This design comes from an exercise in tuning for small area and few clock cycles per item on the open sky130 flow, not from production work. The RTL was checked by simulation tests, not by an equivalence proof against the original design.

==> flow/run.sh <==
#!/bin/bash
# Layout flow: the standard flow (standard.sh, all ORFS steps), with the
# port buffers that global placement inserts on every input and output made
# from the smallest buffer cell instead of the default choice.
set -o pipefail
cp standard.sh standard.sh.txt
export BUFFER_PORTS_ARGS="-buffer_cell sky130_fd_sc_hd__buf_1"
bash standard.sh > standard.log 2>&1
==> standard.sh <==
#!/bin/bash
# synth_recipe.tcl (not shown) runs the flow's synth.tcl, then flattens the netlist and writes it again
# the make line also repeats each setting of config.mk as NAME=value (left out here)
make -C /OpenROAD-flow-scripts/flow DESIGN_CONFIG=/design/flow/config.mk WORK_HOME=/design/flow/orfs CLKGATE_MAP_FILE= SYNTH_SCRIPT=/design/flow/synth_recipe.tcl "${@:-finish}"
==> config.mk <==
export PLATFORM = sky130hd
export DESIGN_NAME = MyDesign
export DESIGN_NICKNAME = MyDesign
export VERILOG_FILES = /design/flow/design.v
export SDC_FILE = /design/flow/constraint.sdc
export NUM_CORES = 4
export LEC_CHECK = 0
export CAP_MARGIN = 20
export CORE_MARGIN = 2
export CORE_UTILIZATION = 40
export SLEW_MARGIN = 20
export SYNTH_HIERARCHICAL = 1
export SYNTH_MINIMUM_KEEP_SIZE = 0
==> constraint.sdc <==
create_clock -name core_clock -period 6.0 [get_ports {clk}]
set_input_delay 1.2000 -clock core_clock [delete_from_list [all_inputs] [get_ports {clk}]]
set_output_delay 1.2000 -clock core_clock [all_outputs]
set_load 0.01 [all_outputs]
==> design.v <==
module MyDesign (dut_run, dut_busy, reset_b, clk, dut_sram_write_address,
		 dut_sram_write_data, dut_sram_write_enable,
		 dut_sram_read_address,	sram_dut_read_data,
		 dut_wmem_read_address, wmem_dut_read_data);
input clk;
input signed [15:0] sram_dut_read_data, wmem_dut_read_data;
input dut_run, reset_b;
output signed [15:0] dut_sram_write_data;
output [11:0] dut_sram_write_address;
output dut_sram_write_enable;
output [11:0] dut_sram_read_address, dut_wmem_read_address;
output dut_busy;
localparam [2:0] IDLE = 3'd0, HDR = 3'd1, SZ = 3'd2, PR = 3'd3, RUN = 3'd4;
reg [2:0] st;
reg [11:0] xa, wa, xb, oa;
reg [6:0] col;           
reg [7:0] row;           
reg [4:0] s8;            
reg [1:0] ph;            
reg x4, x8, w4, w8;      
reg lc, l2, we, first_c, first_t;
reg [15:0] xo_r, wo_r;
reg [1:0] ph_c;
reg [21:0] acc;
wire [21:0] acc_next;
wire [15:0] X = sram_dut_read_data;
wire [15:0] Wd = wmem_dut_read_data;
wire ix4 = (st == PR) ? X[2] : x4;
wire ix8 = (st == PR) ? X[3] : x8;
wire iw4 = (st == PR) ? Wd[2] : w4;
wire iw8 = (st == PR) ? Wd[3] : w8;
wire ib8 = ix8 | iw8;
wire ib4 = ~ib8 & (ix4 | iw4);
wire ixn = ib8 ? ~ix8 : (ib4 & ~ix4);   
wire iwn = ib8 ? ~iw8 : (ib4 & ~iw4);
wire ir4 = ib8 & ((~ix4 & ~ix8) | (~iw4 & ~iw8));  
wire nlast = ~(ixn | iwn) | (ir4 ? (ph == 2'd3) : ph[0]);
wire [6:0] lh = ib8 ? 7'd1 : ib4 ? 7'd2 : 7'd4;    
wire row_end = (col == lh);
wire layer_end = row_end & (row == 8'd1);
wire stepping = (st == PR) | (st == RUN);
wire is_end = &X[7:0];
always @(posedge clk) begin
	if (!reset_b) begin
		st <= IDLE;
		xa <= 12'd0;
		wa <= 12'd0;
		lc <= 1'b0;
		l2 <= 1'b0;
		we <= 1'b0;
	end else begin
		lc <= stepping & row_end;
		l2 <= lc;
		we <= l2;
		case (st)
		IDLE: if (dut_run) begin
			st <= SZ;
			xa <= xa + 12'd1;
			wa <= wa + 12'd1;
		end
		HDR: begin
			st <= SZ;
			xa <= xa + 12'd1;
			wa <= wa + 12'd1;
		end
		SZ: if (is_end) begin
			st <= IDLE;
			xa <= 12'd0;
			wa <= 12'd0;
		end else begin
			st <= PR;
			xa <= xa + 12'd1;
			wa <= wa + 12'd1;
		end
		default: begin  
			st <= layer_end ? HDR : RUN;
			if (row_end & ~layer_end)
				xa <= xb;
			else if (~ixn | nlast)
				xa <= xa + 12'd1;
			if (~iwn | nlast)
				wa <= wa + 12'd1;
		end
		endcase
	end
end
always @(posedge clk) begin
	if (st == SZ) begin
		s8 <= X[7:3];
		row <= X[7:0];
		col <= X[7:1];
	end else begin
		if (row_end) begin
			col <= {s8, 2'b00};
			row <= row - 8'd1;
		end else
			col <= col - lh;
	end
	if (st == SZ)
		xb <= xa + 12'd1;
	if (st == PR) begin
		x4 <= X[2];
		x8 <= X[3];
		w4 <= Wd[2];
		w8 <= Wd[3];
	end
	ph <= stepping ? ph + 2'd1 : 2'd0;
	ph_c <= ph;
	first_c <= lc | (st == PR);
	first_t <= first_c;
	xo_r <= xo;
	wo_r <= wo;
	oa <= (st == IDLE) ? 12'd0 : oa + {11'd0, we};
	acc <= acc_next;
end
wire m8 = x8 | w8;
wire m4 = ~m8 & (x4 | w4);
wire m2 = ~m8 & ~m4;
wire [21:0] acc_in = first_t ? 22'd0 : acc;
reg [15:0] xo, wo;
integer l, n;
always @(*) begin
	xo = 16'd0;
	wo = 16'd0;
	if (m8) begin
		for (l = 0; l < 2; l = l + 1) begin
			if (x8) xo[8*l +: 8] = X[8*l +: 8];
			else if (x4) begin n = 2*ph_c[0] + l; xo[8*l +: 8] = {{4{X[4*n+3]}}, X[4*n +: 4]}; end
			else begin n = 2*ph_c + l; xo[8*l +: 8] = {{6{X[2*n+1]}}, X[2*n +: 2]}; end
			if (w8) wo[8*l +: 8] = Wd[8*l +: 8];
			else if (w4) begin n = 2*ph_c[0] + l; wo[8*l +: 8] = {{4{Wd[4*n+3]}}, Wd[4*n +: 4]}; end
			else begin n = 2*ph_c + l; wo[8*l +: 8] = {{6{Wd[2*n+1]}}, Wd[2*n +: 2]}; end
		end
	end else if (m4) begin
		for (l = 0; l < 4; l = l + 1) begin
			if (x4) xo[4*l +: 4] = X[4*l +: 4];
			else begin n = 4*ph_c[0] + l; xo[4*l +: 4] = {{2{X[2*n+1]}}, X[2*n +: 2]}; end
			if (w4) wo[4*(2*(l/2) + 1 - (l%2)) +: 4] = Wd[4*l +: 4];
			else begin n = 4*ph_c[0] + l; wo[4*(2*(l/2) + 1 - (l%2)) +: 4] = {{2{Wd[2*n+1]}}, Wd[2*n +: 2]}; end
		end
	end else begin
		for (l = 0; l < 8; l = l + 1) begin
			xo[2*l +: 2] = X[2*l +: 2];
			wo[2*(4*(l/4) + 3 - (l%4)) +: 2] = Wd[2*l +: 2];
		end
	end
end
  wire mo_82 = m8 | m2;
  wire mo_42 = m4 | m2;
  wire mo_84 = m8 | m4;
  wire pp_0_0_0 = (xo_r[0] & wo_r[0]) & m8;
  wire pp_0_0_1 = (xo_r[0] & wo_r[1]) & m8;
  wire pp_0_0_2 = (xo_r[0] & wo_r[2]) & m8;
  wire pp_0_0_3 = (xo_r[0] & wo_r[3]) & m8;
  wire pp_0_0_4 = (xo_r[0] & wo_r[4]) & mo_84;
  wire pp_0_0_5 = (xo_r[0] & wo_r[5]) & mo_84;
  wire pp_0_0_6 = (xo_r[0] & wo_r[6]);
  wire pp_0_0_7 = ~(xo_r[0] & wo_r[7]);
  wire pp_0_1_0 = (xo_r[1] & wo_r[0]) & m8;
  wire pp_0_1_1 = (xo_r[1] & wo_r[1]) & m8;
  wire pp_0_1_2 = (xo_r[1] & wo_r[2]) & m8;
  wire pp_0_1_3 = (xo_r[1] & wo_r[3]) & m8;
  wire pp_0_1_4 = (xo_r[1] & wo_r[4]) & mo_84;
  wire pp_0_1_5 = (xo_r[1] & wo_r[5]) & mo_84;
  wire pp_0_1_6 = (xo_r[1] & wo_r[6]) ? mo_84 : m2;
  wire pp_0_1_7 = (xo_r[1] & wo_r[7]) ? m2 : mo_84;
  wire pp_0_2_0 = (xo_r[2] & wo_r[0]) & m8;
  wire pp_0_2_1 = (xo_r[2] & wo_r[1]) & m8;
  wire pp_0_2_2 = (xo_r[2] & wo_r[2]) & m8;
  wire pp_0_2_3 = (xo_r[2] & wo_r[3]) & m8;
  wire pp_0_2_4 = (xo_r[2] & wo_r[4]);
  wire pp_0_2_5 = (xo_r[2] & wo_r[5]) ? mo_84 : m2;
  wire pp_0_2_6 = (xo_r[2] & wo_r[6]) & mo_84;
  wire pp_0_2_7 = ~(xo_r[2] & wo_r[7]) & mo_84;
  wire pp_0_3_0 = (xo_r[3] & wo_r[0]) & m8;
  wire pp_0_3_1 = (xo_r[3] & wo_r[1]) & m8;
  wire pp_0_3_2 = (xo_r[3] & wo_r[2]) & m8;
  wire pp_0_3_3 = (xo_r[3] & wo_r[3]) & m8;
  wire pp_0_3_4 = (xo_r[3] & wo_r[4]) ? m8 : mo_42;
  wire pp_0_3_5 = (xo_r[3] & wo_r[5]) ? mo_82 : m4;
  wire pp_0_3_6 = (xo_r[3] & wo_r[6]) ? m8 : m4;
  wire pp_0_3_7 = (xo_r[3] & wo_r[7]) ? m4 : m8;
  wire pp_0_4_0 = (xo_r[4] & wo_r[0]) & mo_84;
  wire pp_0_4_1 = (xo_r[4] & wo_r[1]) & mo_84;
  wire pp_0_4_2 = (xo_r[4] & wo_r[2]);
  wire pp_0_4_3 = (xo_r[4] & wo_r[3]) ? m8 : mo_42;
  wire pp_0_4_4 = (xo_r[4] & wo_r[4]) & m8;
  wire pp_0_4_5 = (xo_r[4] & wo_r[5]) & m8;
  wire pp_0_4_6 = (xo_r[4] & wo_r[6]) & m8;
  wire pp_0_4_7 = ~(xo_r[4] & wo_r[7]) & m8;
  wire pp_0_5_0 = (xo_r[5] & wo_r[0]) & mo_84;
  wire pp_0_5_1 = (xo_r[5] & wo_r[1]) & mo_84;
  wire pp_0_5_2 = (xo_r[5] & wo_r[2]) ? mo_84 : m2;
  wire pp_0_5_3 = (xo_r[5] & wo_r[3]) ? mo_82 : m4;
  wire pp_0_5_4 = (xo_r[5] & wo_r[4]) & m8;
  wire pp_0_5_5 = (xo_r[5] & wo_r[5]) & m8;
  wire pp_0_5_6 = (xo_r[5] & wo_r[6]) & m8;
  wire pp_0_5_7 = ~(xo_r[5] & wo_r[7]) & m8;
  wire pp_0_6_0 = (xo_r[6] & wo_r[0]);
  wire pp_0_6_1 = (xo_r[6] & wo_r[1]) ? mo_84 : m2;
  wire pp_0_6_2 = (xo_r[6] & wo_r[2]) & mo_84;
  wire pp_0_6_3 = (xo_r[6] & wo_r[3]) ? m8 : m4;
  wire pp_0_6_4 = (xo_r[6] & wo_r[4]) & m8;
  wire pp_0_6_5 = (xo_r[6] & wo_r[5]) & m8;
  wire pp_0_6_6 = (xo_r[6] & wo_r[6]) & m8;
  wire pp_0_6_7 = ~(xo_r[6] & wo_r[7]) & m8;
  wire pp_0_7_0 = ~(xo_r[7] & wo_r[0]);
  wire pp_0_7_1 = (xo_r[7] & wo_r[1]) ? m2 : mo_84;
  wire pp_0_7_2 = ~(xo_r[7] & wo_r[2]) & mo_84;
  wire pp_0_7_3 = (xo_r[7] & wo_r[3]) ? m4 : m8;
  wire pp_0_7_4 = ~(xo_r[7] & wo_r[4]) & m8;
  wire pp_0_7_5 = ~(xo_r[7] & wo_r[5]) & m8;
  wire pp_0_7_6 = ~(xo_r[7] & wo_r[6]) & m8;
  wire pp_0_7_7 = (xo_r[7] & wo_r[7]) & m8;
  wire pp_1_0_0 = (xo_r[8] & wo_r[8]) & m8;
  wire pp_1_0_1 = (xo_r[8] & wo_r[9]) & m8;
  wire pp_1_0_2 = (xo_r[8] & wo_r[10]) & m8;
  wire pp_1_0_3 = (xo_r[8] & wo_r[11]) & m8;
  wire pp_1_0_4 = (xo_r[8] & wo_r[12]) & mo_84;
  wire pp_1_0_5 = (xo_r[8] & wo_r[13]) & mo_84;
  wire pp_1_0_6 = (xo_r[8] & wo_r[14]);
  wire pp_1_0_7 = ~(xo_r[8] & wo_r[15]);
  wire pp_1_1_0 = (xo_r[9] & wo_r[8]) & m8;
  wire pp_1_1_1 = (xo_r[9] & wo_r[9]) & m8;
  wire pp_1_1_2 = (xo_r[9] & wo_r[10]) & m8;
  wire pp_1_1_3 = (xo_r[9] & wo_r[11]) & m8;
  wire pp_1_1_4 = (xo_r[9] & wo_r[12]) & mo_84;
  wire pp_1_1_5 = (xo_r[9] & wo_r[13]) & mo_84;
  wire pp_1_1_6 = (xo_r[9] & wo_r[14]) ? mo_84 : m2;
  wire pp_1_1_7 = (xo_r[9] & wo_r[15]) ? m2 : mo_84;
  wire pp_1_2_0 = (xo_r[10] & wo_r[8]) & m8;
  wire pp_1_2_1 = (xo_r[10] & wo_r[9]) & m8;
  wire pp_1_2_2 = (xo_r[10] & wo_r[10]) & m8;
  wire pp_1_2_3 = (xo_r[10] & wo_r[11]) & m8;
  wire pp_1_2_4 = (xo_r[10] & wo_r[12]);
  wire pp_1_2_5 = (xo_r[10] & wo_r[13]) ? mo_84 : m2;
  wire pp_1_2_6 = (xo_r[10] & wo_r[14]) & mo_84;
  wire pp_1_2_7 = ~(xo_r[10] & wo_r[15]) & mo_84;
  wire pp_1_3_0 = (xo_r[11] & wo_r[8]) & m8;
  wire pp_1_3_1 = (xo_r[11] & wo_r[9]) & m8;
  wire pp_1_3_2 = (xo_r[11] & wo_r[10]) & m8;
  wire pp_1_3_3 = (xo_r[11] & wo_r[11]) & m8;
  wire pp_1_3_4 = (xo_r[11] & wo_r[12]) ? m8 : mo_42;
  wire pp_1_3_5 = (xo_r[11] & wo_r[13]) ? mo_82 : m4;
  wire pp_1_3_6 = (xo_r[11] & wo_r[14]) ? m8 : m4;
  wire pp_1_3_7 = (xo_r[11] & wo_r[15]) ? m4 : m8;
  wire pp_1_4_0 = (xo_r[12] & wo_r[8]) & mo_84;
  wire pp_1_4_1 = (xo_r[12] & wo_r[9]) & mo_84;
  wire pp_1_4_2 = (xo_r[12] & wo_r[10]);
  wire pp_1_4_3 = (xo_r[12] & wo_r[11]) ? m8 : mo_42;
  wire pp_1_4_4 = (xo_r[12] & wo_r[12]) & m8;
  wire pp_1_4_5 = (xo_r[12] & wo_r[13]) & m8;
  wire pp_1_4_6 = (xo_r[12] & wo_r[14]) & m8;
  wire pp_1_4_7 = ~(xo_r[12] & wo_r[15]) & m8;
  wire pp_1_5_0 = (xo_r[13] & wo_r[8]) & mo_84;
  wire pp_1_5_1 = (xo_r[13] & wo_r[9]) & mo_84;
  wire pp_1_5_2 = (xo_r[13] & wo_r[10]) ? mo_84 : m2;
  wire pp_1_5_3 = (xo_r[13] & wo_r[11]) ? mo_82 : m4;
  wire pp_1_5_4 = (xo_r[13] & wo_r[12]) & m8;
  wire pp_1_5_5 = (xo_r[13] & wo_r[13]) & m8;
  wire pp_1_5_6 = (xo_r[13] & wo_r[14]) & m8;
  wire pp_1_5_7 = ~(xo_r[13] & wo_r[15]) & m8;
  wire pp_1_6_0 = (xo_r[14] & wo_r[8]);
  wire pp_1_6_1 = (xo_r[14] & wo_r[9]) ? mo_84 : m2;
  wire pp_1_6_2 = (xo_r[14] & wo_r[10]) & mo_84;
  wire pp_1_6_3 = (xo_r[14] & wo_r[11]) ? m8 : m4;
  wire pp_1_6_4 = (xo_r[14] & wo_r[12]) & m8;
  wire pp_1_6_5 = (xo_r[14] & wo_r[13]) & m8;
  wire pp_1_6_6 = (xo_r[14] & wo_r[14]) & m8;
  wire pp_1_6_7 = ~(xo_r[14] & wo_r[15]) & m8;
  wire pp_1_7_0 = ~(xo_r[15] & wo_r[8]);
  wire pp_1_7_1 = (xo_r[15] & wo_r[9]) ? m2 : mo_84;
  wire pp_1_7_2 = ~(xo_r[15] & wo_r[10]) & mo_84;
  wire pp_1_7_3 = (xo_r[15] & wo_r[11]) ? m4 : m8;
  wire pp_1_7_4 = ~(xo_r[15] & wo_r[12]) & m8;
  wire pp_1_7_5 = ~(xo_r[15] & wo_r[13]) & m8;
  wire pp_1_7_6 = ~(xo_r[15] & wo_r[14]) & m8;
  wire pp_1_7_7 = (xo_r[15] & wo_r[15]) & m8;
  wire k_9 = m8;
  wire k_10 = m4;
  wire k_11 = m2;
  wire k_12 = m2;
  wire k_13 = mo_42;
  wire k_14 = mo_42;
  wire k_15 = mo_42;
  wire k_16 = 1'b1;
  wire k_17 = 1'b1;
  wire k_18 = 1'b1;
  wire k_19 = 1'b1;
  wire k_20 = 1'b1;
  wire k_21 = 1'b1;
  wire t1, t2;
  mpnn_fa u_t1 (.a(pp_0_0_6), .b(pp_0_1_5), .c(pp_0_2_4), .s(t1), .co(t2));
  wire t3, t4;
  mpnn_fa u_t3 (.a(pp_0_0_7), .b(pp_0_1_6), .c(pp_0_2_5), .s(t3), .co(t4));
  wire t5, t6;
  mpnn_fa u_t5 (.a(pp_0_3_4), .b(pp_0_4_3), .c(pp_0_5_2), .s(t5), .co(t6));
  wire t7, t8;
  mpnn_ha u_t7 (.a(pp_0_6_1), .b(pp_0_7_0), .s(t7), .co(t8));
  wire t9, t10;
  mpnn_fa u_t9 (.a(pp_0_1_7), .b(pp_0_2_6), .c(pp_0_3_5), .s(t9), .co(t10));
  wire t11, t12;
  mpnn_fa u_t11 (.a(pp_0_4_4), .b(pp_0_5_3), .c(pp_0_6_2), .s(t11), .co(t12));
  wire t13, t14;
  mpnn_ha u_t13 (.a(pp_0_7_1), .b(pp_1_1_7), .s(t13), .co(t14));
  wire t15, t16;
  mpnn_fa u_t15 (.a(pp_0_2_7), .b(pp_0_3_6), .c(pp_0_4_5), .s(t15), .co(t16));
  wire t17, t18;
  mpnn_fa u_t17 (.a(pp_0_5_4), .b(pp_0_6_3), .c(pp_0_7_2), .s(t17), .co(t18));
  wire t19, t20;
  mpnn_ha u_t19 (.a(pp_0_3_7), .b(pp_0_4_6), .s(t19), .co(t20));
  wire t21, t22;
  mpnn_fa u_t21 (.a(pp_0_0_4), .b(pp_0_1_3), .c(pp_0_2_2), .s(t21), .co(t22));
  wire t23, t24;
  mpnn_fa u_t23 (.a(pp_0_0_5), .b(pp_0_1_4), .c(pp_0_2_3), .s(t23), .co(t24));
  wire t25, t26;
  mpnn_fa u_t25 (.a(pp_0_3_2), .b(pp_0_4_1), .c(pp_0_5_0), .s(t25), .co(t26));
  wire t27, t28;
  mpnn_ha u_t27 (.a(pp_1_0_5), .b(pp_1_1_4), .s(t27), .co(t28));
  wire t29, t30;
  mpnn_fa u_t29 (.a(pp_0_3_3), .b(pp_0_4_2), .c(pp_0_5_1), .s(t29), .co(t30));
  wire t31, t32;
  mpnn_fa u_t31 (.a(pp_0_6_0), .b(pp_1_0_6), .c(pp_1_1_5), .s(t31), .co(t32));
  wire t33, t34;
  mpnn_fa u_t33 (.a(pp_1_2_4), .b(pp_1_3_3), .c(pp_1_4_2), .s(t33), .co(t34));
  wire t35, t36;
  mpnn_ha u_t35 (.a(pp_1_5_1), .b(pp_1_6_0), .s(t35), .co(t36));
  wire t37, t38;
  mpnn_fa u_t37 (.a(pp_1_0_7), .b(pp_1_1_6), .c(pp_1_2_5), .s(t37), .co(t38));
  wire t39, t40;
  mpnn_fa u_t39 (.a(pp_1_3_4), .b(pp_1_4_3), .c(pp_1_5_2), .s(t39), .co(t40));
  wire t41, t42;
  mpnn_fa u_t41 (.a(pp_1_6_1), .b(pp_1_7_0), .c(acc_in[7]), .s(t41), .co(t42));
  wire t43, t44;
  mpnn_fa u_t43 (.a(t2), .b(t3), .c(t5), .s(t43), .co(t44));
  wire t45, t46;
  mpnn_fa u_t45 (.a(pp_1_2_6), .b(pp_1_3_5), .c(pp_1_4_4), .s(t45), .co(t46));
  wire t47, t48;
  mpnn_fa u_t47 (.a(pp_1_5_3), .b(pp_1_6_2), .c(pp_1_7_1), .s(t47), .co(t48));
  wire t49, t50;
  mpnn_fa u_t49 (.a(acc_in[8]), .b(t4), .c(t6), .s(t49), .co(t50));
  wire t51, t52;
  mpnn_fa u_t51 (.a(t8), .b(t9), .c(t11), .s(t51), .co(t52));
  wire t53, t54;
  mpnn_fa u_t53 (.a(pp_1_2_7), .b(pp_1_3_6), .c(pp_1_4_5), .s(t53), .co(t54));
  wire t55, t56;
  mpnn_fa u_t55 (.a(pp_1_5_4), .b(pp_1_6_3), .c(pp_1_7_2), .s(t55), .co(t56));
  wire t57, t58;
  mpnn_fa u_t57 (.a(k_9), .b(acc_in[9]), .c(t10), .s(t57), .co(t58));
  wire t59, t60;
  mpnn_fa u_t59 (.a(t12), .b(t14), .c(t15), .s(t59), .co(t60));
  wire t61, t62;
  mpnn_fa u_t61 (.a(pp_0_5_5), .b(pp_0_6_4), .c(pp_0_7_3), .s(t61), .co(t62));
  wire t63, t64;
  mpnn_fa u_t63 (.a(pp_1_3_7), .b(pp_1_4_6), .c(pp_1_5_5), .s(t63), .co(t64));
  wire t65, t66;
  mpnn_fa u_t65 (.a(pp_1_6_4), .b(pp_1_7_3), .c(k_10), .s(t65), .co(t66));
  wire t67, t68;
  mpnn_fa u_t67 (.a(acc_in[10]), .b(t16), .c(t18), .s(t67), .co(t68));
  wire t69, t70;
  mpnn_fa u_t69 (.a(pp_0_4_7), .b(pp_0_5_6), .c(pp_0_6_5), .s(t69), .co(t70));
  wire t71, t72;
  mpnn_fa u_t71 (.a(pp_0_7_4), .b(pp_1_4_7), .c(pp_1_5_6), .s(t71), .co(t72));
  wire t73, t74;
  mpnn_fa u_t73 (.a(pp_1_6_5), .b(pp_1_7_4), .c(k_11), .s(t73), .co(t74));
  wire t75, t76;
  mpnn_fa u_t75 (.a(pp_0_5_7), .b(pp_0_6_6), .c(pp_0_7_5), .s(t75), .co(t76));
  wire t77, t78;
  mpnn_ha u_t77 (.a(pp_0_0_2), .b(pp_0_1_1), .s(t77), .co(t78));
  wire t79, t80;
  mpnn_fa u_t79 (.a(pp_0_0_3), .b(pp_0_1_2), .c(pp_0_2_1), .s(t79), .co(t80));
  wire t81, t82;
  mpnn_fa u_t81 (.a(pp_0_3_0), .b(pp_1_0_3), .c(pp_1_1_2), .s(t81), .co(t82));
  wire t83, t84;
  mpnn_fa u_t83 (.a(pp_0_3_1), .b(pp_0_4_0), .c(pp_1_0_4), .s(t83), .co(t84));
  wire t85, t86;
  mpnn_fa u_t85 (.a(pp_1_1_3), .b(pp_1_2_2), .c(pp_1_3_1), .s(t85), .co(t86));
  wire t87, t88;
  mpnn_ha u_t87 (.a(pp_1_4_0), .b(acc_in[4]), .s(t87), .co(t88));
  wire t89, t90;
  mpnn_fa u_t89 (.a(pp_1_2_3), .b(pp_1_3_2), .c(pp_1_4_1), .s(t89), .co(t90));
  wire t91, t92;
  mpnn_fa u_t91 (.a(pp_1_5_0), .b(acc_in[5]), .c(t22), .s(t91), .co(t92));
  wire t93, t94;
  mpnn_fa u_t93 (.a(t23), .b(t25), .c(t27), .s(t93), .co(t94));
  wire t95, t96;
  mpnn_fa u_t95 (.a(acc_in[6]), .b(t1), .c(t24), .s(t95), .co(t96));
  wire t97, t98;
  mpnn_fa u_t97 (.a(t26), .b(t28), .c(t29), .s(t97), .co(t98));
  wire t99, t100;
  mpnn_fa u_t99 (.a(t31), .b(t33), .c(t35), .s(t99), .co(t100));
  wire t101, t102;
  mpnn_fa u_t101 (.a(t7), .b(t30), .c(t32), .s(t101), .co(t102));
  wire t103, t104;
  mpnn_fa u_t103 (.a(t34), .b(t36), .c(t37), .s(t103), .co(t104));
  wire t105, t106;
  mpnn_fa u_t105 (.a(t39), .b(t41), .c(t43), .s(t105), .co(t106));
  wire t107, t108;
  mpnn_fa u_t107 (.a(t13), .b(t38), .c(t40), .s(t107), .co(t108));
  wire t109, t110;
  mpnn_fa u_t109 (.a(t42), .b(t44), .c(t45), .s(t109), .co(t110));
  wire t111, t112;
  mpnn_fa u_t111 (.a(t47), .b(t49), .c(t51), .s(t111), .co(t112));
  wire t113, t114;
  mpnn_fa u_t113 (.a(t17), .b(t46), .c(t48), .s(t113), .co(t114));
  wire t115, t116;
  mpnn_fa u_t115 (.a(t50), .b(t52), .c(t53), .s(t115), .co(t116));
  wire t117, t118;
  mpnn_fa u_t117 (.a(t55), .b(t57), .c(t59), .s(t117), .co(t118));
  wire t119, t120;
  mpnn_fa u_t119 (.a(t19), .b(t54), .c(t56), .s(t119), .co(t120));
  wire t121, t122;
  mpnn_fa u_t121 (.a(t58), .b(t60), .c(t61), .s(t121), .co(t122));
  wire t123, t124;
  mpnn_fa u_t123 (.a(t63), .b(t65), .c(t67), .s(t123), .co(t124));
  wire t125, t126;
  mpnn_fa u_t125 (.a(acc_in[11]), .b(t20), .c(t62), .s(t125), .co(t126));
  wire t127, t128;
  mpnn_fa u_t127 (.a(t64), .b(t66), .c(t68), .s(t127), .co(t128));
  wire t129, t130;
  mpnn_fa u_t129 (.a(t69), .b(t71), .c(t73), .s(t129), .co(t130));
  wire t131, t132;
  mpnn_fa u_t131 (.a(pp_1_5_7), .b(pp_1_6_6), .c(pp_1_7_5), .s(t131), .co(t132));
  wire t133, t134;
  mpnn_fa u_t133 (.a(k_12), .b(acc_in[12]), .c(t70), .s(t133), .co(t134));
  wire t135, t136;
  mpnn_fa u_t135 (.a(t72), .b(t74), .c(t75), .s(t135), .co(t136));
  wire t137, t138;
  mpnn_fa u_t137 (.a(pp_0_6_7), .b(pp_0_7_6), .c(pp_1_6_7), .s(t137), .co(t138));
  wire t139, t140;
  mpnn_fa u_t139 (.a(pp_1_7_6), .b(k_13), .c(acc_in[13]), .s(t139), .co(t140));
  wire t141, t142;
  mpnn_ha u_t141 (.a(pp_0_0_1), .b(pp_0_1_0), .s(t141), .co(t142));
  wire t143, t144;
  mpnn_fa u_t143 (.a(pp_0_2_0), .b(pp_1_0_2), .c(pp_1_1_1), .s(t143), .co(t144));
  wire t145, t146;
  mpnn_ha u_t145 (.a(pp_1_2_0), .b(acc_in[2]), .s(t145), .co(t146));
  wire t147, t148;
  mpnn_fa u_t147 (.a(pp_1_2_1), .b(pp_1_3_0), .c(acc_in[3]), .s(t147), .co(t148));
  wire t149, t150;
  mpnn_fa u_t149 (.a(t78), .b(t79), .c(t81), .s(t149), .co(t150));
  wire t151, t152;
  mpnn_fa u_t151 (.a(t21), .b(t80), .c(t82), .s(t151), .co(t152));
  wire t153, t154;
  mpnn_fa u_t153 (.a(t83), .b(t85), .c(t87), .s(t153), .co(t154));
  wire t155, t156;
  mpnn_fa u_t155 (.a(t84), .b(t86), .c(t88), .s(t155), .co(t156));
  wire t157, t158;
  mpnn_fa u_t157 (.a(t89), .b(t91), .c(t93), .s(t157), .co(t158));
  wire t159, t160;
  mpnn_fa u_t159 (.a(t90), .b(t92), .c(t94), .s(t159), .co(t160));
  wire t161, t162;
  mpnn_fa u_t161 (.a(t95), .b(t97), .c(t99), .s(t161), .co(t162));
  wire t163, t164;
  mpnn_fa u_t163 (.a(t96), .b(t98), .c(t100), .s(t163), .co(t164));
  wire t165, t166;
  mpnn_fa u_t165 (.a(t101), .b(t103), .c(t105), .s(t165), .co(t166));
  wire t167, t168;
  mpnn_fa u_t167 (.a(t102), .b(t104), .c(t106), .s(t167), .co(t168));
  wire t169, t170;
  mpnn_fa u_t169 (.a(t107), .b(t109), .c(t111), .s(t169), .co(t170));
  wire t171, t172;
  mpnn_fa u_t171 (.a(t108), .b(t110), .c(t112), .s(t171), .co(t172));
  wire t173, t174;
  mpnn_fa u_t173 (.a(t113), .b(t115), .c(t117), .s(t173), .co(t174));
  wire t175, t176;
  mpnn_fa u_t175 (.a(t114), .b(t116), .c(t118), .s(t175), .co(t176));
  wire t177, t178;
  mpnn_fa u_t177 (.a(t119), .b(t121), .c(t123), .s(t177), .co(t178));
  wire t179, t180;
  mpnn_fa u_t179 (.a(t120), .b(t122), .c(t124), .s(t179), .co(t180));
  wire t181, t182;
  mpnn_fa u_t181 (.a(t125), .b(t127), .c(t129), .s(t181), .co(t182));
  wire t183, t184;
  mpnn_fa u_t183 (.a(t126), .b(t128), .c(t130), .s(t183), .co(t184));
  wire t185, t186;
  mpnn_fa u_t185 (.a(t131), .b(t133), .c(t135), .s(t185), .co(t186));
  wire t187, t188;
  mpnn_fa u_t187 (.a(t76), .b(t132), .c(t134), .s(t187), .co(t188));
  wire t189, t190;
  mpnn_fa u_t189 (.a(t136), .b(t137), .c(t139), .s(t189), .co(t190));
  wire t191, t192;
  mpnn_fa u_t191 (.a(pp_0_7_7), .b(pp_1_7_7), .c(k_14), .s(t191), .co(t192));
  wire t193, t194;
  mpnn_fa u_t193 (.a(acc_in[14]), .b(t138), .c(t140), .s(t193), .co(t194));
  wire t195, t196;
  mpnn_ha u_t195 (.a(pp_1_0_1), .b(pp_1_1_0), .s(t195), .co(t196));
  wire t197, t198;
  mpnn_fa u_t197 (.a(t77), .b(t142), .c(t143), .s(t197), .co(t198));
  wire t199, t200;
  mpnn_fa u_t199 (.a(t144), .b(t146), .c(t147), .s(t199), .co(t200));
  wire t201, t202;
  mpnn_fa u_t201 (.a(t148), .b(t150), .c(t151), .s(t201), .co(t202));
  wire t203, t204;
  mpnn_fa u_t203 (.a(t152), .b(t154), .c(t155), .s(t203), .co(t204));
  wire t205, t206;
  mpnn_fa u_t205 (.a(t156), .b(t158), .c(t159), .s(t205), .co(t206));
  wire t207, t208;
  mpnn_fa u_t207 (.a(t160), .b(t162), .c(t163), .s(t207), .co(t208));
  wire t209, t210;
  mpnn_fa u_t209 (.a(t164), .b(t166), .c(t167), .s(t209), .co(t210));
  wire t211, t212;
  mpnn_fa u_t211 (.a(t168), .b(t170), .c(t171), .s(t211), .co(t212));
  wire t213, t214;
  mpnn_fa u_t213 (.a(t172), .b(t174), .c(t175), .s(t213), .co(t214));
  wire t215, t216;
  mpnn_fa u_t215 (.a(t176), .b(t178), .c(t179), .s(t215), .co(t216));
  wire t217, t218;
  mpnn_fa u_t217 (.a(t180), .b(t182), .c(t183), .s(t217), .co(t218));
  wire t219, t220;
  mpnn_fa u_t219 (.a(t184), .b(t186), .c(t187), .s(t219), .co(t220));
  wire t221, t222;
  mpnn_fa u_t221 (.a(t188), .b(t190), .c(t191), .s(t221), .co(t222));
  wire t223, t224;
  mpnn_fa u_t223 (.a(k_15), .b(acc_in[15]), .c(t192), .s(t223), .co(t224));
  wire t225, t226;
  mpnn_ha u_t225 (.a(pp_0_0_0), .b(pp_1_0_0), .s(t225), .co(t226));
  wire t227, t228;
  mpnn_fa u_t227 (.a(acc_in[1]), .b(t141), .c(t195), .s(t227), .co(t228));
  wire t229, t230;
  mpnn_fa u_t229 (.a(t145), .b(t196), .c(t197), .s(t229), .co(t230));
  wire t231, t232;
  mpnn_fa u_t231 (.a(t149), .b(t198), .c(t199), .s(t231), .co(t232));
  wire t233, t234;
  mpnn_fa u_t233 (.a(t153), .b(t200), .c(t201), .s(t233), .co(t234));
  wire t235, t236;
  mpnn_fa u_t235 (.a(t157), .b(t202), .c(t203), .s(t235), .co(t236));
  wire t237, t238;
  mpnn_fa u_t237 (.a(t161), .b(t204), .c(t205), .s(t237), .co(t238));
  wire t239, t240;
  mpnn_fa u_t239 (.a(t165), .b(t206), .c(t207), .s(t239), .co(t240));
  wire t241, t242;
  mpnn_fa u_t241 (.a(t169), .b(t208), .c(t209), .s(t241), .co(t242));
  wire t243, t244;
  mpnn_fa u_t243 (.a(t173), .b(t210), .c(t211), .s(t243), .co(t244));
  wire t245, t246;
  mpnn_fa u_t245 (.a(t177), .b(t212), .c(t213), .s(t245), .co(t246));
  wire t247, t248;
  mpnn_fa u_t247 (.a(t181), .b(t214), .c(t215), .s(t247), .co(t248));
  wire t249, t250;
  mpnn_fa u_t249 (.a(t185), .b(t216), .c(t217), .s(t249), .co(t250));
  wire t251, t252;
  mpnn_fa u_t251 (.a(t189), .b(t218), .c(t219), .s(t251), .co(t252));
  wire t253, t254;
  mpnn_fa u_t253 (.a(t193), .b(t220), .c(t221), .s(t253), .co(t254));
  wire t255, t256;
  mpnn_fa u_t255 (.a(t194), .b(t222), .c(t223), .s(t255), .co(t256));
  wire t257, t258;
  mpnn_fa u_t257 (.a(k_16), .b(acc_in[16]), .c(t224), .s(t257), .co(t258));
  wire t259, t260;
  mpnn_ha u_t259 (.a(k_17), .b(acc_in[17]), .s(t259), .co(t260));
  wire t261, t262;
  mpnn_ha u_t261 (.a(k_18), .b(acc_in[18]), .s(t261), .co(t262));
  wire t263, t264;
  mpnn_ha u_t263 (.a(k_19), .b(acc_in[19]), .s(t263), .co(t264));
  wire t265, t266;
  mpnn_ha u_t265 (.a(k_20), .b(acc_in[20]), .s(t265), .co(t266));
  wire t267, t268;
  mpnn_ha u_t267 (.a(k_21), .b(acc_in[21]), .s(t267), .co(t268));
  wire [21:0] row_a = {t266, t264, t262, t260, t258, t256, t254, t252, t250, t248, t246, t244, t242, t240, t238, t236, t234, t232, t230, t228, t226, acc_in[0]};
  wire [21:0] row_b = {t267, t265, t263, t261, t259, t257, t255, t253, t251, t249, t247, t245, t243, t241, t239, t237, t235, t233, t231, t229, t227, t225};
  assign acc_next = row_a + row_b;
assign dut_sram_read_address = xa;
assign dut_wmem_read_address = wa;
assign dut_sram_write_address = oa;
assign dut_sram_write_enable = we;
assign dut_sram_write_data = m8 ? acc[15:0] : m4 ? acc[19:4] : acc[21:6];
assign dut_busy = (st != IDLE) | we;
endmodule
module mpnn_fa (a, b, c, s, co);
input a, b, c;
output s, co;
assign s = a ^ b ^ c;
assign co = (a & b) | (a & c) | (b & c);
endmodule
module mpnn_ha (a, b, s, co);
input a, b;
output s, co;
assign s = a ^ b;
assign co = a & b;
endmodule
==> results of run 1 <==
[timing repair]
item | 4_1_cts | 5_1_grt
endpoints found under the setup margin | 0 | 4
gates resized for setup | 0 | 4
hold endpoints to repair | 0 | 0
[Yosys cell counts, drive strengths merged, types with 11 or more instances]
cell type    n
fa         120
dfxtp      113
or3         14
nor2b       32
mux2i       35
and2        13
xnor2       54
nor2        57
clkbuf      46
o21ai       84
nand2      131
xor2        13
ha          47
o211ai      12
mux2        11
and3        83
edfxtp      25
a21o        13
a21oi       71
nor3        13
buf         12
inv         33
nand3       24
[per-module statistics from Yosys, one instance, submodules excluded]
module    cell area (µm²)  copies in the design  flip-flops and latches  cells
MyDesign             8790                     1                     138   1060
mpnn_fa              20.0                   118                       0      1
mpnn_ha              12.5                    16                       0      1
[worst max-delay path: stages, from the launching register on]
cell and delay, ps:
dfxtp_1 310, nor2_2 150, buf_6 260, inv_2 160, and3_1 230, fa_1 450, fa_1 560, fa_1 430
fa_1 410, fa_1 530, fa_1 420, ha_1 360, and4_1 230, and3_1 170, a22o_1 270, o41a_1 350
xor2_1 150
[metal layers]
metal	GRT usage (%)	up-vias	wire [µm]	share of wire, %
li1	-	4401	-	-
met1	28.0	4561	12900	42
met2	35.9	291	15300	50
met3	3.57	50	1550	5.1
met4	6.87	4	692	2.3
met5	0	-	21	0.069
[how the worst max path moves through the flow]
stage / start / end / cells after the start
2_1_floorplan: x8 / acc[15] / 18
3_3_place_gp: x8 / acc[18] / 15
3_5_place_dp: x8 / acc[18] / 15
4_1_cts: x8 / acc[18] / 15
5_1_grt: w4 / acc[20] / 18
6_report: x8 / acc[15] / 16
[state kept, by name, indices dropped and copies added, names as in the netlist]
name,cells
s8,5
x4,1
first_t,1
x8,1
we,1
w4,1
l2,1
xa,12
lc,1
st,3
xb,12
oa,12
acc,22
wo_r,16
wa,12
ph,2
w8,1
xo_r,16
ph_c,2
col,7
first_c,1
row,8
[kinds of logic (layout without fill, tap and decap cells)]
| family | count (synthesis) | count (layout) | share of synthesized area, % |
|---|---|---|---|
| AND/OR/NAND/NOR | 414 | 414 | 18.7 |
| adder cells (fa/ha/maj) | 167 | 167 | 26.3 |
| AO/OA/AOI/OAI | 260 | 260 | 14.3 |
| XOR/XNOR | 67 | 67 | 5.17 |
| other | 1 | 6 | 0.0330 |
| buffers and inverters | 94 | 183 | 3.28 |
| multiplexers | 53 | 53 | 5.57 |
| flip-flops | 138 | 138 | 26.5 |
[final cells by class]
class	count	share of cell area, %
tap	378	3.71
clock inverter	13	1.13
multi-input combinational	967	62.8
timing repair buffer	115	4.21
clock buffer	19	3.40
sequential	138	23.6
inverter	36	1.06
==> flow_summary_export.csv, run 1 <==
group,metric,value,unit
synthesis,yosys.area.top_type,"fa_1",
floorplanning,start_util,40.8,%
timing,rsz0062_at_grt,"no",
synthesis,synth_top_area_share,21.2,%
clocking,clock_sinks,138,
worst_hold_path,holdPathEnd,"ph_c[1]",
drt,ant_nets,0,
timing,holdWs,370,ps
drt,drt-initial-drc-count,768,
placement,dp_hpwl,23600,µm
worst_hold_path,hp-start,"ph[1]",
floorplanning,fp-row-count,61,
worst_setup_path,cp_max_fo,28,
clocking,numCtsBuffers,17,
layout,final_common_cell,"nand2_1",
worst_setup_path,worstPathRequired,6300,ps
flow_run,cap_violations,0,
clocking,htreeDepth,4,
placement,pre_cts_ws,146,ps
layout,diodes,0,
floorplanning,die_x,172,µm
floorplanning,die_area,0.0297,mm²
layout,final_cell_mix,"nand2_1 (131), fa_1 (120), dfxtp_1 (113)",
layout,n_fill_cell,2699,
synthesis,synth_cells,1194,
layout,nets,1477,
synthesis,ys_ff_latch,138,
drt,wl_per_cell,18.3,µm
drt,drc,0,
clocking,cts_tree,"done",
worst_setup_path,cp-start-kind,"flop",
drt,first_pass_iters,5,
global_routing,grt_pass1_wl,49300,µm
floorplanning,core,0.0279,mm²
clocking,clk_pin_slew,60,ps
global_routing,grt_antenna_before_repair,2,
timing,drv_slew,0,
worst_hold_path,min_path_cells,0,
worst_setup_path,reg2reg_slack,430,ps
worst_hold_path,hp-class,"reg2reg",
synthesis,async_reset_ff_share,0,%
timing,final.setup.worst_slack,428,ps
synthesis,ys_warn_count,7,
layout,final_core_util,45.7,%
global_routing,grt.overflow.total,0,
global_routing,grt_max_degree,34,
clocking,cts-root-buf,"clkbuf_16",
layout,design_area,0.0127,mm²
synthesis,synth.area.top_cells,"fa_1 (21%), dfxtp_1 (20%), edfxtp_1 (6.6%)",
placement,dp.cells,1634,
timing,report.final.hold_viol_count,0,
synthesis,synth_edf_count,25,
placement,place.gp.congestion,0.892,
worst_setup_path,arrival,5870,ps
layout,final-seq-area,0.00301,mm²
clocking,ctsLongestPathBuffers,2,
clocking,cts_setup_buffers,0,
timing,setup_viol,0,
layout,multi_input_area,0.00801,mm²
worst_setup_path,r2r_end,"acc[15]",
clocking,ctsHoldBuffers,0,
worst_setup_path,timing.rr.start,"x8",
floorplanning,ios,89,
global_routing,grt_use_total,21.3,%
synthesis,syn_area,0.0114,mm²
layout,drive_above_1_share,6.99,%
outcome,status,"no timing/DRC/antenna violations",
floorplanning,die_h,172,µm
clocking,clock_latency,430,ps
synthesis,synth.distinct_cells,69,
drt,via_per_inst,5.59,
worst_setup_path,worstSetupPathType,"reg2reg",
worst_setup_path,ff2ff_path_depth,16,
timing,final.setup_skew,14.1,ps
layout,synthToLayoutAreaGrowth,12.2,%
timing,slew_headroom,29.0,%
timing,fin_crit_sh,92.9,%
synthesis,syn_area_per_cell,9.51,µm²
layout,fin_cells,1666,
timing,max_freq,179,MHz
timing,period_needed,5570,ps
placement,portBuffers,88,
synthesis,ys_seq_area_share,26.5,%
global_routing,grt_pass1_vias,9197,
timing,tightestPinTransition,1060,ps
placement,post_dp_cell_area,0.0122,mm²
synthesis,ys.flop_type,"dfxtp_1",
drt,vias,9307,
drt,wl,30500,µm
worst_setup_path,critPathCaptureType,"flop",
timing,fin_tns_setup,0,ps
Testbench counts, summed over its fixed seeds: cycles 117,674, macs 306,944.
==> inputs of run 2 (changes only) <==
==> run.sh (new file) <==
#!/bin/bash
# synth_recipe.tcl (not shown) runs the flow's synth.tcl, then flattens the netlist and writes it again
# the make line also repeats each setting of config.mk as NAME=value (left out here)
make -C /OpenROAD-flow-scripts/flow DESIGN_CONFIG=/design/flow/config.mk WORK_HOME=/design/flow/orfs CLKGATE_MAP_FILE= SYNTH_SCRIPT=/design/flow/synth_recipe.tcl finish
--- a/config.mk
+++ b/config.mk
@@ -9,4 +9,5 @@
 export CORE_MARGIN = 2
 export CORE_UTILIZATION = 40
+export CTS_BUF_LIST = sky130_fd_sc_hd__clkbuf_8
 export SLEW_MARGIN = 20
 export SYNTH_HIERARCHICAL = 1
removed: flow/run.sh
removed: standard.sh
==> run 2 against run 1 <==
Non-clock buffer count unchanged; largest cell class unchanged; setup slack got worse by 130 ps; synthesized cell count unchanged; critical endpoint is now acc[18]; core utilization increased by 1.2 points; routed wire length about the same.
==> flow_summary_export.csv, run 2 <==
group,metric,value,unit
outcome,status,"no timing/DRC/antenna violations",
synthesis,yosys.area_share.simple,18.7,%
synthesis,async_reset_ff_share,0,%
worst_setup_path,worstPathRequired,6330,ps
worst_setup_path,critPathCaptureType,"flop",
synthesis,yosysMostFrequentCell,"nand2_1",
synthesis,synth_compound_area_share,14.3,%
synthesis,ys_warn_count,7,
timing,fin_crit_sh,95.1,%
timing,slew_headroom,48.1,%
synthesis,synth_edf_count,25,
global_routing,grt_pass1_wl,49000,µm
floorplanning,die_x,172,µm
layout,largestRegisters,"acc: 22 flops, wo_r: 16 flops, xo_r: 16 flops",
synthesis,synth_commonest_cells,"nand2_1 (131), fa_1 (120), dfxtp_1 (113)",
flow_run,cap_violations,0,
synthesis,syn_area_per_cell,9.51,µm²
clocking,cts_resized,0,
floorplanning,ios,89,
placement,place.gp.congestion,0.893,
placement,portBuffers,88,
timing,rsz0062_at_grt,"no",
worst_setup_path,arrival,6040,ps
synthesis,ys_ff_latch,138,
drt,vias,9249,
timing,period_needed,5710,ps
layout,final_core_util,47.0,%
placement,dp_hpwl,23500,µm
drt,drt-initial-drc-count,707,
worst_setup_path,reg2reg_slack,290,ps
synthesis,synth_top_family_by_area,"adder cells",
global_routing,grt_antenna_before_repair,0,
drt,first_pass_iters,7,
floorplanning,die_area,0.0297,mm²
global_routing,grt.overflow.total,0,
drt,drc,0,
synthesis,syn_area,0.0114,mm²
clocking,cts_tree,"done",
placement,dp.cells,1634,
clocking,ctsLongestPathBuffers,2,
worst_setup_path,timing.rr.start,"x8",
timing,setup_viol,0,
layout,top_register,"acc",
drt,wl,30500,µm
timing,holdWs,331,ps
worst_hold_path,hp-start,"first_c",
global_routing,grt_use_total,21.2,%
timing,fin_tns_setup,0,ps
clocking,clock_latency,460,ps
clocking,cts_setup_buffers,0,
layout,final_common_cell,"nand2_1",
synthesis,synth_xor_area_share,5.17,%
global_routing,grt_max_degree,36,
worst_setup_path,cp_max_fo,28,
clocking,clk_pin_slew,80,ps
layout,fin_cells,1666,
floorplanning,start_util,40.8,%
timing,max_freq,175,MHz
synthesis,synthAdderAreaFrac,26.3,%
floorplanning,fp-row-count,61,
synthesis,ys.flop_type,"dfxtp_1",
synthesis,synth.distinct_cells,69,
synthesis,synth_mux_area_share,5.57,%
timing,final.setup_skew,24.1,ps
layout,nets,1477,
layout,diodes,0,
floorplanning,core,0.0279,mm²
worst_setup_path,worstSetupPathType,"reg2reg",
timing,tightestPinTransition,772,ps
synthesis,synth_top_area_share,21.2,%
timing,report.final.hold_viol_count,0,
layout,largest_reg_flops,22,
synthesis,synth_cells,1194,
drt,ant_nets,0,
worst_hold_path,min_path_cells,0,
clocking,numCtsBuffers,17,
worst_setup_path,cp-start-kind,"flop",
timing,drv_slew,0,
worst_setup_path,ff2ff_path_depth,15,
clocking,cts-root-buf,"clkbuf_8",
clocking,ctsHoldBuffers,0,
synthesis,synth.area.top_cells,"fa_1 (21%), dfxtp_1 (20%), edfxtp_1 (6.6%)",
layout,final_cell_mix,"nand2_1 (131), fa_1 (120), dfxtp_1 (113)",
synthesis,yosys.area.top_type,"fa_1",
worst_hold_path,hp-class,"reg2reg",
worst_setup_path,startpoint,"x8",
layout,synthToLayoutAreaGrowth,15.3,%
drt,wl_per_cell,18.3,µm
clocking,htreeDepth,4,
global_routing,grt_pass1_vias,9156,
floorplanning,die_h,172,µm
clocking,clock_sinks,138,
synthesis,ys_seq_area_share,26.5,%
drt,via_per_inst,5.55,
layout,drive_above_1_share,6.99,%
[run 2: cell type report]
type / instances / area (µm²)
clock buffers: 18 / 248
clock inverters: 14 / 124
fillers: 2701 / 14800
inverters: 36 / 139
multi-input cells: 967 / 8010
flip-flops and latches: 138 / 3010
well taps: 378 / 473
repair buffers: 115 / 1080
[run 2: per-layer routing]
metal / part of all wire [%] / global-route usage [%]
met1: 45 / 28.7
met2: 50 / 35.8
met3: 3.8 / 3.20
met4: 1.6 / 5.12
met5: 0 / 0
[run 2: kinds of logic (layout without fill, tap and decap cells)]
family,Yosys count,after routing
AO/OA/AOI/OAI,260,260
XOR/XNOR,67,67
adder cells (fa/ha/maj),167,167
buffers and inverters,94,183
flip-flops,138,138
multiplexers,53,53
other,1,6
AND/OR/NAND/NOR,414,414
[run 2: path summary, 6_finish.rpt]
kind | to
max reg2reg | acc[18]
min | first_t
min reg2reg | first_t
max | acc[18]
[run 2: metrics by stage]
step                setup WS, ps  cell area, µm²
global placement             324           12700
finish                       293           13100
CTS                          201           13100
global route                77.7           13100
floorplan                   67.4           11400
detailed placement           225           12700
[run 2: Yosys stat by module (local to each module, per instance)]
module / cells inside / cell area [µm²] / flops+latches
MyDesign: 1060 / 8790 / 138
mpnn_fa: 1 / 20.0 / 0
mpnn_ha: 1 / 12.5 / 0
[run 2: worst max-delay path, stage by stage (launching register included)]
cell and delay (ps):
dfxtp_1 320, nor2_2 140, buf_4 340, inv_2 140, and3_1 220, fa_1 460
fa_1 470, fa_1 490, fa_1 420, fa_1 530, fa_1 420, ha_1 240
a2111oi_1 490, o211ai_1 340, a311o_1 440, xor2_1 140
==> inputs of run 3 (changes only) <==
--- a/config.mk
+++ b/config.mk
@@ -9,5 +9,4 @@
 export CORE_MARGIN = 2
 export CORE_UTILIZATION = 40
-export CTS_BUF_LIST = sky130_fd_sc_hd__clkbuf_8
 export SLEW_MARGIN = 20
 export SYNTH_HIERARCHICAL = 1
==> run 3 against run 2 <==
Still clean on timing, DRC and antenna; global-route usage grew 0.11 points; setup slack is essentially flat; clock skew shrank 5.6 ps; largest cell class unchanged.
==> flow_summary_export.csv, run 3 <==
group,metric,value,unit
outcome,status,"no timing/DRC/antenna violations",
synthesis,synth.distinct_cells,69,
drt,wl,30600,µm
timing,fin_tns_setup,0,ps
timing,setup_viol,0,
global_routing,grt_use_total,21.3,%
floorplanning,die_area,0.0297,mm²
floorplanning,ios,89,
layout,largestRegisters,"acc: 22 flops, wo_r: 16 flops, xo_r: 16 flops",
synthesis,ys.flop_type,"dfxtp_1",
worst_setup_path,worstSetupPathType,"reg2reg",
worst_hold_path,hp-class,"reg2reg",
timing,final.setup_skew,18.4,ps
synthesis,ys_warn_count,7,
timing,fin_crit_sh,95.1,%
clocking,cts_tree,"done",
timing,rsz0062_at_grt,"no",
layout,nets,1477,
clocking,cts-root-buf,"clkbuf_16",
synthesis,ys_ff_latch,138,
synthesis,yosys.area.top_type,"fa_1",
layout,top_register,"acc",
worst_setup_path,slowest_stage,"fa_1",
global_routing,grt.overflow.total,0,
layout,diodes,0,
worst_setup_path,path_buf_inv,2,
global_routing,grt_pass1_wl,49200,µm
worst_setup_path,critPathCaptureType,"flop",
drt,drt-initial-drc-count,735,
timing,holdWs,328,ps
worst_setup_path,arrival,6010,ps
floorplanning,die_x,172,µm
worst_setup_path,crit_chain,"nor2_2 > buf_4 > inv_2 > and3_1 > fa_1 > fa_1 > fa_1 > fa_1 > fa_1 > fa_1 > ha_1 > a2111oi_1 > o211ai_1 > a311o_1 > xor2_1",
synthesis,synth_top_area_share,21.2,%
worst_setup_path,cp.depth,15,
timing,tightestPinTransition,773,ps
drt,ant_nets,0,
synthesis,syn_area_per_cell,9.51,µm²
synthesis,synth_cells,1194,
layout,final_cell_mix,"nand2_1 (131), fa_1 (120), dfxtp_1 (113)",
synthesis,synth.area.top_cells,"fa_1 (21%), dfxtp_1 (20%), edfxtp_1 (6.6%)",
synthesis,async_reset_ff_share,0,%
floorplanning,start_util,40.8,%
clocking,ctsLongestPathBuffers,2,
floorplanning,fp-row-count,61,
global_routing,grt_pass1_vias,9212,
floorplanning,die_h,172,µm
synthesis,synth_xor_area_share,5.17,%
drt,vias,9307,
placement,portBuffers,88,
timing,report.final.hold_viol_count,0,
synthesis,synthAdderAreaFrac,26.3,%
layout,largest_reg_flops,22,
drt,drc,0,
clocking,htreeDepth,4,
timing,drv_slew,0,
clocking,clock_sinks,138,
clocking,ctsHoldBuffers,0,
synthesis,syn_area,0.0114,mm²
worst_setup_path,reg2reg_slack,290,ps
synthesis,synth_edf_count,25,
worst_setup_path,worstPathRequired,6300,ps
synthesis,ys_seq_area_share,26.5,%
global_routing,grt.busiest_layer,"met2",
timing,period_needed,5710,ps
worst_setup_path,ff2ff_path_depth,15,
synthesis,yosys.area_share.simple,18.7,%
layout,final_common_cell,"nand2_1",
drt,first_pass_iters,5,
placement,dp_hpwl,23500,µm
timing,slew_headroom,48.0,%
global_routing,met2_usage,35.8,%
clocking,clk_pin_slew,60,ps
synthesis,synth_commonest_cells,"nand2_1 (131), fa_1 (120), dfxtp_1 (113)",
layout,drive_above_1_share,6.99,%
drt,via_per_inst,5.59,
global_routing,use_met1,28.9,%
worst_hold_path,min_path_cells,0,
timing,max_freq,175,MHz
clocking,cts_setup_buffers,0,
worst_setup_path,cpPeakStageDelay,530,ps
drt,wl_per_cell,18.4,µm
global_routing,grt_max_degree,36,
worst_setup_path,crit_top_cell,"fa_1",
clocking,clock_latency,420,ps
worst_setup_path,cp-start-kind,"flop",
flow_run,cap_violations,0,
worst_setup_path,crit_family,"adder cells",
worst_setup_path,crit_end,"acc[18]",
clocking,numCtsBuffers,17,
global_routing,met3_usage,3.07,%
global_routing,grt_antenna_before_repair,0,
layout,synthToLayoutAreaGrowth,16.9,%
synthesis,synth_compound_area_share,14.3,%
worst_setup_path,startpoint,"x8",
worst_setup_path,timing.rr.start,"x8",
synthesis,yosysMostFrequentCell,"nand2_1",
synthesis,synth_mux_area_share,5.57,%
clocking,cts_resized,0,
worst_setup_path,r2r_end,"acc[18]",
floorplanning,core,0.0279,mm²
worst_setup_path,cp_max_fo,28,
placement,place.gp.congestion,0.893,
synthesis,synth_top_family_by_area,"adder cells",
## run 3: changes by cell type in the layout (fill, tap and decap cells not counted), sizes merged
cell / delta
clkbuf: +2
inv: -2
## run 3: worst min-delay path by stage
stage	start	to	slack, ps
6_report	first_c	first_t	330
5_1_grt	first_c	first_t	340
4_1_cts	first_c	first_t	330
3_5_place_dp	first_c	first_t	320
3_3_place_gp	first_c	first_t	320
2_1_floorplan	first_c	first_t	310
## run 3: routing by layer
layer  wire length [µm]  up-vias
li1                   -     4391
met1              13400     4600
met2              15200      277
met3               1460       39
met4                509        0
met5                  0        -
## run 3: per-module statistics from Yosys (local to each module, per instance)
module | cells inside | area [µm²]
MyDesign | 1060 | 8790
mpnn_fa | 1 | 20.0
mpnn_ha | 1 | 12.5
## run 3: area by class of cell
type	instances	area [µm²]
Fill cell	2667	14600
Clock buffer	20	447
Timing Repair Buffer	115	1080
Clock inverter	12	116
Sequential cell	138	3010
Tap cell	378	473
Inverter	36	139
Multi-Input combinational cell	967	8010
## run 3: metrics by stage
stage | instance area [µm²] | util [%] | setup slack [ps] | std cells
after global routing | 13300 | 47.7 | 63.6 | 1666
final | 13300 | 47.7 | 294 | 1666
after detailed placement | 12700 | 45.6 | 225 | 1634
after global placement | 12700 | 45.6 | 324 | 1634
after floorplan | 11400 | - | 67.4 | 1199
after CTS | 13300 | 47.6 | 192 | 1666
## run 3: cell families after synthesis
logic type,Yosys count
adder cells (fa/ha/maj),167
XOR/XNOR,67
buffers and inverters,94
AO/OA/AOI/OAI,260
multiplexers,53
flip-flops,138
other,1
AND/OR/NAND/NOR,414
==> inputs of run 4 (changes only) <==
==> flow/run.sh (new file) <==
#!/bin/bash
# Layout flow: the standard flow (standard.sh, all ORFS steps) with two
# changes: the port buffers that global placement puts on every input and
# output use the smallest buffer cell, and clock tree synthesis uses
# clkbuf_8 buffers and adds no dummy loads.
set -o pipefail
export BUFFER_PORTS_ARGS="-buffer_cell sky130_fd_sc_hd__buf_1"
export CTS_ARGS="-sink_clustering_enable -repair_clock_nets -buf_list sky130_fd_sc_hd__clkbuf_8 -dont_use_dummy_load"
bash standard.sh > standard.log 2>&1
==> standard.sh (new file) <==
#!/bin/bash
# synth_recipe.tcl (not shown) runs the flow's synth.tcl, then flattens the netlist and writes it again
# the make line also repeats each setting of config.mk as NAME=value (left out here)
make -C /OpenROAD-flow-scripts/flow DESIGN_CONFIG=/design/flow/config.mk WORK_HOME=/design/flow/orfs CLKGATE_MAP_FILE= SYNTH_SCRIPT=/design/flow/synth_recipe.tcl "${@:-finish}"
--- a/config.mk
+++ b/config.mk
@@ -9,4 +9,5 @@
 export CORE_MARGIN = 2
 export CORE_UTILIZATION = 40
+export GPL_TIMING_DRIVEN = 0
 export SLEW_MARGIN = 20
 export SYNTH_HIERARCHICAL = 1
removed: run.sh
==> run 4 against run 3 <==
Highest routed layer is now met5; still clean on timing, DRC and antenna; design area shrank 4.3%; die area is the same; hold slack gained 42 ps; cell count grew 1.9%; flip-flop and latch count is the same.
==> flow_summary_export.csv, run 4 <==
group,metric,value,unit
outcome,status,"no timing/DRC/antenna violations",
global_routing,met3_usage,4.46,%
worst_setup_path,startpoint,"w8",
drt,drt-initial-drc-count,700,
worst_setup_path,ff2ff_path_depth,18,
layout,top_register,"acc",
timing,holdWs,371,ps
floorplanning,ios,89,
global_routing,grt.overflow.total,0,
worst_setup_path,crit_family,"adder cells",
floorplanning,die_area,0.0297,mm²
layout,largest_reg_flops,22,
drt,wl_per_cell,18.8,µm
global_routing,met2_usage,37.8,%
floorplanning,die_x,172,µm
global_routing,grt_pass1_wl,50300,µm
worst_setup_path,reg2reg_slack,180,ps
worst_setup_path,cp.depth,18,
layout,final_common_cell,"nand2_1",
floorplanning,start_util,40.8,%
placement,dp.cells,1666,
placement,portBuffers,88,
timing,final.setup_skew,36.9,ps
global_routing,use_met1,27.6,%
synthesis,synth_edf_count,25,
worst_setup_path,cp-start-kind,"flop",
clocking,numCtsBuffers,17,
flow_run,cap_violations,0,
layout,design_area,0.0127,mm²
drt,ant_nets,0,
clocking,cts_tree,"done",
worst_hold_path,min_path_cells,0,
worst_hold_path,hp-class,"reg2reg",
timing,rsz0062_at_grt,"no",
worst_setup_path,worstSetupPathType,"reg2reg",
layout,final_core_util,45.6,%
drt,via_per_inst,5.56,
worst_setup_path,r2r_end,"acc[15]",
clocking,cts-root-buf,"clkbuf_8",
synthesis,synth_cells,1194,
worst_setup_path,cp_max_fo,10,
drt,drc,0,
floorplanning,die_h,172,µm
timing,final.setup.worst_slack,184,ps
synthesis,ys_warn_count,7,
timing,fin_tns_setup,0,ps
worst_setup_path,worstPathRequired,6300,ps
clocking,ctsHoldBuffers,0,
layout,diodes,0,
worst_setup_path,slowest_stage,"fa_2",
clocking,clock_latency,450,ps
global_routing,grt_pass1_vias,9491,
synthesis,async_reset_ff_share,0,%
synthesis,yosys.area.top_type,"fa_1",
synthesis,synth.distinct_cells,69,
drt,vias,9439,
global_routing,grt_antenna_before_repair,1,
worst_setup_path,critPathCaptureType,"flop",
timing,setup_viol,0,
synthesis,syn_area_per_cell,9.51,µm²
worst_setup_path,cpPeakStageDelay,580,ps
clocking,clock_sinks,138,
timing,tightestPinTransition,999,ps
synthesis,yosysMostFrequentCell,"nand2_1",
placement,place.gp.congestion,0.913,
layout,synthToLayoutAreaGrowth,12.0,%
synthesis,ys_seq_area_share,26.5,%
timing,period_needed,5820,ps
synthesis,synth_commonest_cells,"nand2_1 (131), fa_1 (120), dfxtp_1 (113)",
synthesis,syn_area,0.0114,mm²
layout,drive_above_1_share,7.65,%
clocking,clk_pin_slew,70,ps
layout,final_cell_mix,"nand2_1 (130), fa_1 (117), dfxtp_1 (112)",
worst_setup_path,timing.rr.start,"w8",
worst_setup_path,crit_top_cell,"fa_1",
global_routing,grt_use_total,22.0,%
timing,max_freq,172,MHz
floorplanning,core,0.0279,mm²
clocking,ctsLongestPathBuffers,2,
worst_setup_path,arrival,6120,ps
placement,dp_hpwl,24600,µm
placement,pre_cts_ws,-1170,ps
timing,drv_slew,0,
global_routing,grt.busiest_layer,"met2",
clocking,htreeDepth,4,
synthesis,ys_ff_latch,138,
synthesis,synth.area.top_cells,"fa_1 (21%), dfxtp_1 (20%), edfxtp_1 (6.6%)",
layout,nets,1524,
drt,first_pass_iters,5,
timing,fin_crit_sh,96.9,%
drt,wl,32000,µm
synthesis,ys.flop_type,"dfxtp_1",
timing,report.final.hold_viol_count,0,
timing,slew_headroom,32.9,%
layout,largestRegisters,"acc: 22 flops, wo_r: 16 flops, xo_r: 16 flops",
worst_setup_path,crit_chain,"clkbuf_4 > nor2_4 > buf_12 > clkinv_4 > buf_6 > and3_1 > fa_2 > fa_1 > fa_1 > fa_1 > fa_1 > fa_1 > ha_2 > and4_1 > and3_1 > a22o_2 > o41a_1 > xor2_1",
layout,fin_cells,1698,
global_routing,grt_max_degree,27,
floorplanning,fp-row-count,61,
placement,post_dp_cell_area,0.0122,mm²
worst_setup_path,path_buf_inv,4,
worst_setup_path,crit_end,"acc[15]",
synthesis,synth_top_area_share,21.2,%
-- run 4: kinds of logic after synthesis --
family | after synthesis | synth area share [%]
AND/OR/NAND/NOR | 414 | 18.7
AO/OA/AOI/OAI | 260 | 14.3
adder cells (fa/ha/maj) | 167 | 26.3
flip-flops | 138 | 26.5
buffers and inverters | 94 | 3.28
XOR/XNOR | 67 | 5.17
multiplexers | 53 | 5.57
other | 1 | 0.0330
-- run 4: timing repair --
item | CTS | global route
endpoints found under the setup margin | 14 | 9
pin swaps | 3 | 3
gates cloned | 0 | 1
setup buffers | 5 | 11
resized for setup | 16 | 41
-- run 4: layout make-up --
type / count / area [µm²]
multi-input combinational: 967 / 8100
fill: 2754 / 15100
inverter: 36 / 150
sequential: 138 / 3010
clock buffer: 17 / 234
timing repair buffer: 105 / 468
tap: 378 / 473
timing repair inverter: 1 / 5.00
buffer: 56 / 265
-- run 4: per-module statistics from Yosys (local to each module, per instance) --
| module | area (µm²) | copies in the design | flip-flops and latches | cells |
|---|---|---|---|---|
| mpnn_ha | 12.5 | 16 | 0 | 1 |
| MyDesign | 8790 | 1 | 138 | 1060 |
| mpnn_fa | 20.0 | 118 | 0 | 1 |
-- run 4: metal layers --
layer	up-vias	routed length [µm]
met5	-	12
met4	2	741
met3	56	1840
met2	307	16100
met1	4596	13300
li1	4478	-
-- run 4: how the worst min path moves through the flow --
stage | to | from | slack (ps)
final | ph_c[1] | ph[1] | 370
after global routing | ph_c[1] | ph[1] | 390
after CTS | ph_c[1] | ph[1] | 370
after detailed placement | ph_c[1] | ph[1] | 350
after global placement | ph_c[1] | ph[1] | 350
after floorplan | first_t | first_c | 310

==> afterwards: timing with drivers on the ports <==
The results above use ideal ports. As a check the final layouts listed here were re-extracted and re-timed, cells and wires unchanged. Step 1 sets driving cells, clkbuf_16 on the clock port and buf_2 on the other inputs (assumed; they add their load-dependent delay and slew). Step 2 adds t to the input delays and takes it off the output delays; t is the mean of the earliest and latest rising clock arrival at the registers after step 1. Input paths then give back, and output paths get back, about the clock's delay inside the block. a / b / c = ideal ports / drivers / drivers and shift; a / b = the first two.
run	t, ns	setup slack, ns	worst setup path after step 2
run 1	0.468	0.428 / 0.428 / 0.428	register to register
run 2	0.490	0.293 / 0.293 / 0.293	register to register
run 3	0.462	0.294 / 0.294 / 0.294	register to register
run 4	0.473	0.184 / 0.184 / 0.184	register to register
After both steps every run listed still meets setup and hold.
